What follows belongs to an exercise in optimizing a design on an open flow for small area and a short achievable clock period; a production flow would make more cautious choices. No run shown here included a check of the RTL's function; only the layout flow was run. Power figures rest on the tool's default switching activity, not on a simulated workload.

==> design.v <==
`timescale 1ns / 1ps
module top_module(
    input clk,
    input rst,
    input [15:0] sw,
    input btnC,
    output reg [6:0] seg,
    output reg [3:0] an,
    output reg bitti,
    output [1:0] p
    );
    reg btnC_prev;
    reg s0, sira, p0, p1;
    reg s1;              
    reg arm;             
    reg [15:0] sayi0, sayi1;
    reg [15:0] m;
    assign p = {p1, p0};
    wire gir = btnC & ~btnC_prev;
    wire cmp = btnC & arm;
    wire [15:0] tah = s1 ? sw : 16'd0;
    wire [15:0] sa = sira ? sayi0 : sayi1;
    reg [15:0] m_n;
    integer i, j;
    always @(*)
        for (i = 0; i < 4; i = i + 1)
            for (j = 0; j < 4; j = j + 1)
                m_n[4*i+j] = tah[4*i +: 4] == sa[4*j +: 4];
    always @(posedge clk) begin
        if (rst) begin
            btnC_prev <= 1'b0;
            s0 <= 1'b0;
            p0 <= 1'b1;
            s1 <= 1'b0;
            sira <= 1'b0;
            p1 <= 1'b1;
            bitti <= 1'b0;
            arm <= 1'b0;
        end else begin
            btnC_prev <= btnC;
            arm <= ~btnC & s0 & ~bitti;
            if (gir) begin
                s0 <= 1'b1;
                if (s0) begin
                    p0 <= 1'b0;
                    s1 <= 1'b1;
                end
                sira <= ~sira;
            end
            if (cmp) begin
                p1 <= ~sira;
                if (m_n[0] & m_n[5] & m_n[10] & m_n[15]) bitti <= 1'b1;
            end
        end
    end
    always @(posedge clk) begin
        if (!s0) sayi0 <= sw;
        if (!s1) sayi1 <= sw;
        if (cmp) m <= m_n;
    end
    wire [2:0] bull = m[0] + m[5] + m[10] + m[15];
    function [1:0] fa(input x, input y, input z);
        fa = {(x & y) | (x & z) | (y & z), x ^ y ^ z};
    endfunction
    wire [1:0] f0 = fa(m[1], m[2], m[3]);
    wire [1:0] f1 = fa(m[4], m[6], m[7]);
    wire [1:0] f2 = fa(m[8], m[9], m[11]);
    wire [1:0] f3 = fa(m[12], m[13], m[14]);
    wire [1:0] f4 = fa(f0[0], f1[0], f2[0]);
    wire c0 = f4[0] ^ f3[0];
    wire h0 = f4[0] & f3[0];
    wire [1:0] f5 = fa(f0[1], f1[1], f2[1]);
    wire [1:0] f6 = fa(f3[1], f4[1], h0);
    wire c1 = f5[0] ^ f6[0];
    wire h1 = f5[0] & f6[0];
    wire [1:0] f7 = fa(f5[1], f6[1], h1);
    wire [3:0] cow = {f7[1], f7[0], c1, c0};
    reg [3:0] v;
    always @(*)
        if (!an[0]) v = 4'hC;
        else if (!an[1]) v = s1 ? {1'b0, bull} : 4'h0;
        else if (!an[2]) v = 4'hB;
        else v = s1 ? cow : 4'h0;
    always @(posedge clk) begin
        if (rst) begin
            an <= 4'b1111;
            seg <= 7'b000_0000;
        end else begin
            an <= {an[2:0], an[3] & ~&an[2:0]};
            case (v)
                4'h0: seg <= 7'b000_0001;
                4'h1: seg <= 7'b100_1111;
                4'h2: seg <= 7'b001_0010;
                4'h3: seg <= 7'b000_0110;
                4'h4: seg <= 7'b100_1100;
                4'h5: seg <= 7'b010_0100;
                4'h6: seg <= 7'b010_0000;
                4'h7: seg <= 7'b000_1111;
                4'h8: seg <= 7'b000_0000;
                4'h9: seg <= 7'b000_0100;
                4'hA: seg <= 7'b000_1000;
                4'hB: seg <= 7'b110_0000;
                4'hC: seg <= 7'b011_0001;
                4'hD: seg <= 7'b100_0010;
                4'hE: seg <= 7'b011_0000;
                default: seg <= 7'b011_1000;
            endcase
        end
    end
endmodule
==> flow/run.sh <==
#!/bin/bash
# Standard ORFS layout, with plain buffers (not delay cells) on the ports.
set -euo pipefail
bash standard.sh synth > synth.log 2>&1
bash standard.sh "BUFFER_PORTS_ARGS=-buffer_cell sky130_fd_sc_hd__buf_1" finish > layout.log 2>&1
==> standard.sh <==
#!/bin/bash
# synth_recipe.tcl (not shown) runs the flow's synth.tcl, then flattens the netlist and writes it again
# the make line also repeats each setting of config.mk as NAME=value (left out here)
make -C /OpenROAD-flow-scripts/flow DESIGN_CONFIG=/design/flow/config.mk WORK_HOME=/design/flow/orfs CLKGATE_MAP_FILE= SYNTH_SCRIPT=/design/flow/synth_recipe.tcl "${@:-finish}"
==> config.mk <==
export PLATFORM = sky130hd
export DESIGN_NAME = top_module
export DESIGN_NICKNAME = top_module
export VERILOG_FILES = /design/flow/design.v
export SDC_FILE = /design/flow/constraint.sdc
export NUM_CORES = 4
export LEC_CHECK = 0
export ABC_AREA = 1
export CAP_MARGIN = 20
export CORE_MARGIN = 2
export CORE_UTILIZATION = 40
export CTS_CLUSTER_DIAMETER = 200
export CTS_CLUSTER_SIZE = 40
export SLEW_MARGIN = 20
==> constraint.sdc <==
create_clock -name core_clock -period 12.5 [get_ports {clk}]
set_input_delay 2.5000 -clock core_clock [delete_from_list [all_inputs] [get_ports {clk}]]
set_output_delay 2.5000 -clock core_clock [all_outputs]
set_load 0.01 [all_outputs]
==> results.yml, run 1 <==
run_status:
  status: "complete, no violations"
logic_synthesis:
  synth_top_area_cell: "edfxtp_1"
  avgSynthCellArea_um2: 9.573
  synth_most_common_cell: "nand2_1"
  synth_fp_nets: 441
  seq_area_frac_synth_pct: 47.10
  synth_common_cells: "nand2_1, inv_1, edfxtp_1"
  synth_flop_cell: "edfxtp_1"
  async_flop_share_pct: 0
  synth.cell_area_mm2: 0.003867
  synth-seq-cells: 67
  synthCells: 404
  yosys.area.top_type_share_pct: 37.27
  synth_cell_types: 32
  yosysWarningCount: 1
  synth_area_leaders: "edfxtp_1, xor2_1, dfxtp_1, nand2_1, inv_1"
  synth_edf_count: 48
drt:
  totalWireLength_mm: 7.617
  drt_iter0_markers: 72
  viasPerCell: 4.522
  avgRoutedWirePerCell_um: 13.29
  drtPass1Iterations: 4
  drcViolationCount: 0
  postRouteAntennaNets: 0
  via_count: 2591
critical_path:
  critPathLaunch: "m[4]"
  r2r_slack_ns: 8.56
  cpMaxStageDelayCell: "fa_1"
  cp_data_required_time_ns: 12.73
  crit_type: "flip-flop to flip-flop"
  crit_chain: "fa_1 -> fa_1 -> ha_1 -> fa_1 -> ha_1 -> inv_1 -> fa_1 -> o21ai_1 -> a21oi_2 -> inv_2 -> nand2_1 -> o21ai_1 -> a21oi_1 -> nor2_1"
  startpoint_type: "flip-flop"
  worstRegToRegCells: 14
  arrival_ns: 4.17
  path_buf_inv: 2
  endpoint_kind: "flip-flop"
  cp_max_fo: 9
  worst_path_largest_cell_delay_ns: 0.58
  worstReg2RegStart: "m[4]"
  critPathMostFrequentCell: "fa_1"
  crit_cells: 14
  critPathTopFamily: "adder cells"
  r2r-end: "seg[0]"
place:
  dp_cells: 557
  hpwl_mm: 5.690
  place.gp.congestion: 0.9166
  port_buffers: 32
  dp_worst_setup_slack_ns: 8.591
timing:
  finalSetupViolations: 0
  clock_skew_ns: 0.02261
  hold_viol: 0
  relSlewSlack_pct: 36.64
  grt_setup_unrepaired: "false"
  setup_tns_ns: 0
  slew_violations: 0
  fin_crit_ns: 3.938
  worst_pin_slew_ns: 0.9491
  timing.fmax_mhz: 253.9
  layout_setup_ws_ns: 8.562
  min_period_over_period_pct: 31.50
clock_network:
  cts_resized: 0
  hold_buffers: 0
  cts_tree: "built"
  clkLatencyLatePin_ns: 0.35
  cts.sinks: 67
  post_cts_buffers: 0
  cts-root-buf: "clkbuf_8"
  clk_path_buf_depth: 2
  h-tree-depth: 3
  numCtsBuffers: 9
  clk_pin_slew_ns: 0.09
global_route:
  grt_use_met2_pct: 28.95
  use_met3_pct: 3.899
  first_global_vias: 2624
  grt_remaining_overflow: 0
  grt_antenna_before_repair: 0
  grt_pass1_wl_mm: 12.69
  grt_use_total_pct: 16.36
  grt_max_degree: 23
  grt_util_met1_pct: 19.83
  busiest_layer: "met2"
pwr:
  powerDensity_mw_per_mm2: 127.6
  peakVddDrop_mv: 0.06946
  power_leakage_nw: 1.995
  p_total_mw: 0.5455
final_layout:
  nets: 476
  diodes: 0
  drive_above_1_share_pct: 11.04
  final_cells: 573
  flow.area_growth_from_synthesis_pct: 10.51
floorplanning:
  dieArea_mm2: 0.01047
  rows: 35
  initial_utilization_pct: 41.46
  coreArea_mm2: 0.009328
  num_io_pins: 33
  die_h_um: 102.3
  die_w_um: 102.3
run:
  drv_cap: 0
worst_hold_path:
  holdCritStartpoint: "p0"
  hold_class: "flip-flop to flip-flop"
  holdPathStages: 2
  min_to: "p0"
[how the worst max path moves through the flow]
stage	to	slack (ns)
6_report	seg[0]	8.56
5_1_grt	seg[0]	8.34
2_1_floorplan	seg[0]	8.81
4_1_cts	seg[0]	8.58
3_5_place_dp	seg[0]	8.59
3_3_place_gp	seg[0]	8.68
[layer usage]
metal	wire, µm	share of wire (%)	up-vias
met5	0	0	-
met1	3559	47	1188
met4	85	1.1	0
met3	201	2.6	8
met2	3770	49	42
li1	-	-	1353
[stage by stage]
stage / util (%) / hold slack [ns] / area, µm²
CTS: 45.82 / 0.4603 / 4274
finish: 45.82 / 0.4562 / 4274
global route: 45.82 / 0.4874 / 4274
detailed placement: 43.69 / 0.4429 / 4075
global placement: 43.69 / 0.4393 / 4075
floorplan: - / 0.4200 / 3867
[report_power, final]
group	switching [mW]	leakage (nW)	internal (mW)
clock network	0.0940	0.104	0.0874
registers	0.00856	0.639	0.254
logic	0.0672	1.25	0.0347
[cell type report]
type                    count  area, µm²
clock buffers              10      148.9
inverters                  62      240.2
multi-input cells         267       1732
repair buffers             32      120.1
clock inverters             6      50.05
well taps                 129      161.4
fillers                   902       5054
flip-flops and latches     67       1822
[worst register-to-register path, delay by kind of cell, from the launching register on]
| family | cells | cell delay (ns) |
|---|---|---|
| and+or+nand+nor | 2 | 0.16 |
| AOI/OAI and AO/OA | 4 | 0.63 |
| DFF | 1 | 0.41 |
| buffers and inverters | 2 | 0.17 |
| adders and majority gates | 6 | 2.43 |
[kinds of logic after synthesis]
logic type,count (synthesis),share of synthesized area [%]
AO/OA/AOI/OAI,22,3.170
XOR/XNOR,50,11.32
AND/OR/NAND/NOR,177,22.71
buffers and inverters,70,8.120
flip-flops,67,47.10
adder cells (fa/ha/maj),18,7.570
[cell usage in the layout, fill, tap and decap left out]
cell | synthesis | layout
clkinv_1 | 1 | 1
edfxtp_1 | 48 | 48
xnor2_1 | 3 | 3
inv_1 | 56 | 56
nand3_1 | 22 | 22
nand2_1 | 101 | 101
inv_4 | 0 | 1
clkbuf_8 | 0 | 9
nor2_1 | 13 | 13
nor2_4 | 1 | 1
nor2_2 | 2 | 2
inv_8 | 1 | 1
inv_6 | 0 | 4
nor4_1 | 13 | 13
nand4_1 | 1 | 1
a21oi_2 | 2 | 2
dfxtp_1 | 19 | 19
or2_2 | 1 | 1
nand2_4 | 15 | 15
nand3_2 | 1 | 1
a21oi_1 | 10 | 10
o211ai_1 | 2 | 2
nand2_2 | 6 | 6
or2_1 | 1 | 1
xor2_1 | 47 | 47
inv_2 | 4 | 4
o21ai_0 | 5 | 5
fa_1 | 9 | 9
o21ai_1 | 3 | 3
ha_1 | 9 | 9
clkinv_4 | 0 | 1
buf_1 | 0 | 32
clkbuf_16 | 0 | 1
[flip-flops by register name, indices dropped and copies added (netlist names)]
| signal | flops |
|---|---|
| s1 | 1 |
| btnC_prev | 1 |
| arm | 1 |
| sayi1 | 16 |
| s0 | 1 |
| an | 4 |
| m | 16 |
| sira | 1 |
| bitti | 1 |
| p0 | 1 |
| p1 | 1 |
| sayi0 | 16 |
| seg | 7 |
==> run 2: changes to the inputs <==
--- a/config.mk
+++ b/config.mk
@@ -9,6 +9,4 @@
 export CAP_MARGIN = 20
 export CORE_MARGIN = 2
 export CORE_UTILIZATION = 40
-export CTS_CLUSTER_DIAMETER = 200
-export CTS_CLUSTER_SIZE = 40
 export SLEW_MARGIN = 20
==> run 2 against run 1 <==
Flip-flop and latch count is the same. Worst hold slack is the same. Sequential share of layout area is the same. Synthesized cell count is the same. First-iteration DRC count is the same. Wire length is the same. Critical path depth is the same. Power is the same. Clock skew is the same. Largest cell class unchanged. Largest power group unchanged.
==> results.yml, run 2 <==
run_status:
  status: "complete, no violations"
timing:
  slew_violations: 0
  setup_tns_ns: 0
  whs_ns: 0.4562
  timing.fmax_mhz: 253.9
  relSlewSlack_pct: 36.64
  worst_pin_slew_ns: 0.9491
  grt_setup_unrepaired: "false"
  min_period_over_period_pct: 31.50
  hold_viol: 0
  layout_setup_ws_ns: 8.562
  fin_crit_ns: 3.938
  clock_skew_ns: 0.02261
  finalSetupViolations: 0
floorplanning:
  initial_utilization_pct: 41.46
  dieArea_mm2: 0.01047
  coreArea_mm2: 0.009328
  die_h_um: 102.3
  rows: 35
  num_io_pins: 33
  die_w_um: 102.3
final_layout:
  flow.area_growth_from_synthesis_pct: 10.51
  final_cell_mix: "nand2_1, inv_1, edfxtp_1, xor2_1, buf_1"
  layout_commonest_cell: "nand2_1"
  fillCellCount: 902
  top_regs: "m (16), sayi0 (16), sayi1 (16)"
  final_cells: 573
  nets: 476
  diodes: 0
  drive_above_1_share_pct: 11.04
place:
  port_buffers: 32
  dp_cells: 557
  hpwl_mm: 5.690
  dp_worst_setup_slack_ns: 8.591
  place.gp.congestion: 0.9166
pwr:
  combPwrFrac_pct: 18.7
  seqPwrFrac_pct: 48.1
  intPower_mw: 0.3758
  switchingPower_mw: 0.1697
  peakVddDrop_mv: 0.06946
  netSwitchingFraction_pct: 31.11
  power_leakage_nw: 1.995
  powerDensity_mw_per_mm2: 127.6
  clockPowerShare_pct: 33.3
clock_network:
  post_cts_buffers: 0
  clk_pin_slew_ns: 0.09
  numCtsBuffers: 9
  cts_resized: 0
  hold_buffers: 0
  clkLatencyLatePin_ns: 0.35
  cts-root-buf: "clkbuf_8"
  clk_path_buf_depth: 2
  h-tree-depth: 3
  cts_tree: "built"
  cts.sinks: 67
logic_synthesis:
  synth_fp_nets: 441
  async_flop_share_pct: 0
  synthCells: 404
  synth_common_cells: "nand2_1, inv_1, edfxtp_1"
  yosys.area.top_type_share_pct: 37.27
  synth_edf_count: 48
  synth_cell_types: 32
  synth-seq-cells: 67
  avgSynthCellArea_um2: 9.573
  synth_top_area_cell: "edfxtp_1"
  synth.cell_area_mm2: 0.003867
  seq_area_frac_synth_pct: 47.10
  synth_flop_cell: "edfxtp_1"
  synth_most_common_cell: "nand2_1"
  yosysWarningCount: 1
  synth_area_leaders: "edfxtp_1, xor2_1, dfxtp_1, nand2_1, inv_1"
critical_path:
  startpoint_type: "flip-flop"
  crit_chain: "fa_1 -> fa_1 -> ha_1 -> fa_1 -> ha_1 -> inv_1 -> fa_1 -> o21ai_1 -> a21oi_2 -> inv_2 -> nand2_1 -> o21ai_1 -> a21oi_1 -> nor2_1"
  endpoint_kind: "flip-flop"
  path_buf_inv: 2
  crit_type: "flip-flop to flip-flop"
  cpMaxStageDelayCell: "fa_1"
  cp_data_required_time_ns: 12.73
  worst_path_largest_cell_delay_ns: 0.58
  cp_max_fo: 9
  critPathTopFamily: "adder cells"
  critPathMostFrequentCell: "fa_1"
  arrival_ns: 4.17
drt:
  viasPerCell: 4.522
  avgRoutedWirePerCell_um: 13.29
  via_count: 2591
  drcViolationCount: 0
  drtPass1Iterations: 4
  totalWireLength_mm: 7.617
  drt_iter0_markers: 72
  postRouteAntennaNets: 0
global_route:
  grt_remaining_overflow: 0
  grt_antenna_before_repair: 0
  first_global_vias: 2624
  grt_max_degree: 23
  grt_use_total_pct: 16.36
  grt_pass1_wl_mm: 12.69
worst_hold_path:
  hold_class: "flip-flop to flip-flop"
run:
  drv_cap: 0
run 2: worst min-delay path: cells and delay by family (launching register included):
| kind | cells | cell delay, ns |
|---|---|---|
| DFF | 1 | 0.32 |
| and+or+nand+nor | 2 | 0.10 |
run 2: worst paths after layout:
kind	start	to	slack, ns	depth (start not counted)
max	m[4]	seg[0]	8.56	14
min	p0	p0	0.46	2
max reg2reg	m[4]	seg[0]	8.56	14
min reg2reg	p0	p0	0.46	2
run 2: per-layer routing:
metal / vias to the layer above / share of wire [%] / track usage [%]
met5: - / 0 / 0
met4: 0 / 1.1 / 4.821
met3: 8 / 2.6 / 3.899
met2: 42 / 49 / 28.95
met1: 1188 / 47 / 19.83
li1: 1353 / - / -
run 2: layout make-up:
type                            count  area (µm²)  area share, %
Clock buffer                       10       148.9          3.484
Clock inverter                      6       50.05          1.171
Inverter                           62       240.2          5.621
Multi-Input combinational cell    267        1732          40.52
Sequential cell                    67        1822          42.62
Tap cell                          129       161.4          3.776
Timing Repair Buffer               32       120.1          2.810
run 2: cell families (layout without fill, tap and decap cells):
kind of cell / after synthesis / after routing / share of synthesized area (%)
AO/OA/AOI/OAI: 22 / 22 / 3.170
flip-flops: 67 / 67 / 47.10
adder cells (fa/ha/maj): 18 / 18 / 7.570
XOR/XNOR: 50 / 50 / 11.32
AND/OR/NAND/NOR: 177 / 177 / 22.71
buffers and inverters: 70 / 110 / 8.120
run 2: per-stage QoR:
step	total power [mW]	cell area (µm²)	utilization [%]
after floorplan	0.3455	3867	-
after global routing	0.5784	4274	45.82
after CTS	0.5514	4274	45.82
after detailed placement	0.3698	4075	43.69
after global placement	0.3683	4075	43.69
final	0.5455	4274	45.82
run 2: power by group through the flow:
stage | registers [mW] | clock network, mW | logic [mW]
finish | 0.262 | 0.181 | 0.102
global route | 0.264 | 0.197 | 0.117
CTS | 0.262 | 0.186 | 0.103
detailed placement | 0.267 | 0 | 0.102
global placement | 0.267 | 0 | 0.101
floorplan | 0.265 | 0 | 0.0802

separate check: timing with driven ports:
No port has a modelled driver above. Below, the same layouts with a new extraction and two added sets of constraints. Step 1 sets driving cells, clkbuf_16 on the clock port and buf_2 on the other inputs (assumed; they add their load-dependent delay and slew). Step 2 adds t to the input delays and takes it off the output delays; t is the mean of the earliest and latest rising clock arrival at the registers after step 1. Input paths then give back, and output paths get back, about the clock's delay inside the block. Three values: no drivers, after step 1, after step 2; two values: the first two.
| run | t, ns | slack for setup (ns) | hold WS [ns] | clock arrival spread, ns | slew at the worst register clock pin (ns) |
|---|---|---|---|---|---|
| run 1 | 0.372 | 8.562 / 8.562 / 8.562 | 0.456 / 0.456 / 0.456 | 0.022 / 0.023 | 0.09 / 0.09 |
| run 2 | 0.372 | 8.562 / 8.562 / 8.562 | 0.456 / 0.456 / 0.456 | 0.022 / 0.023 | 0.09 / 0.09 |
After both steps setup and hold are still met in every run listed.
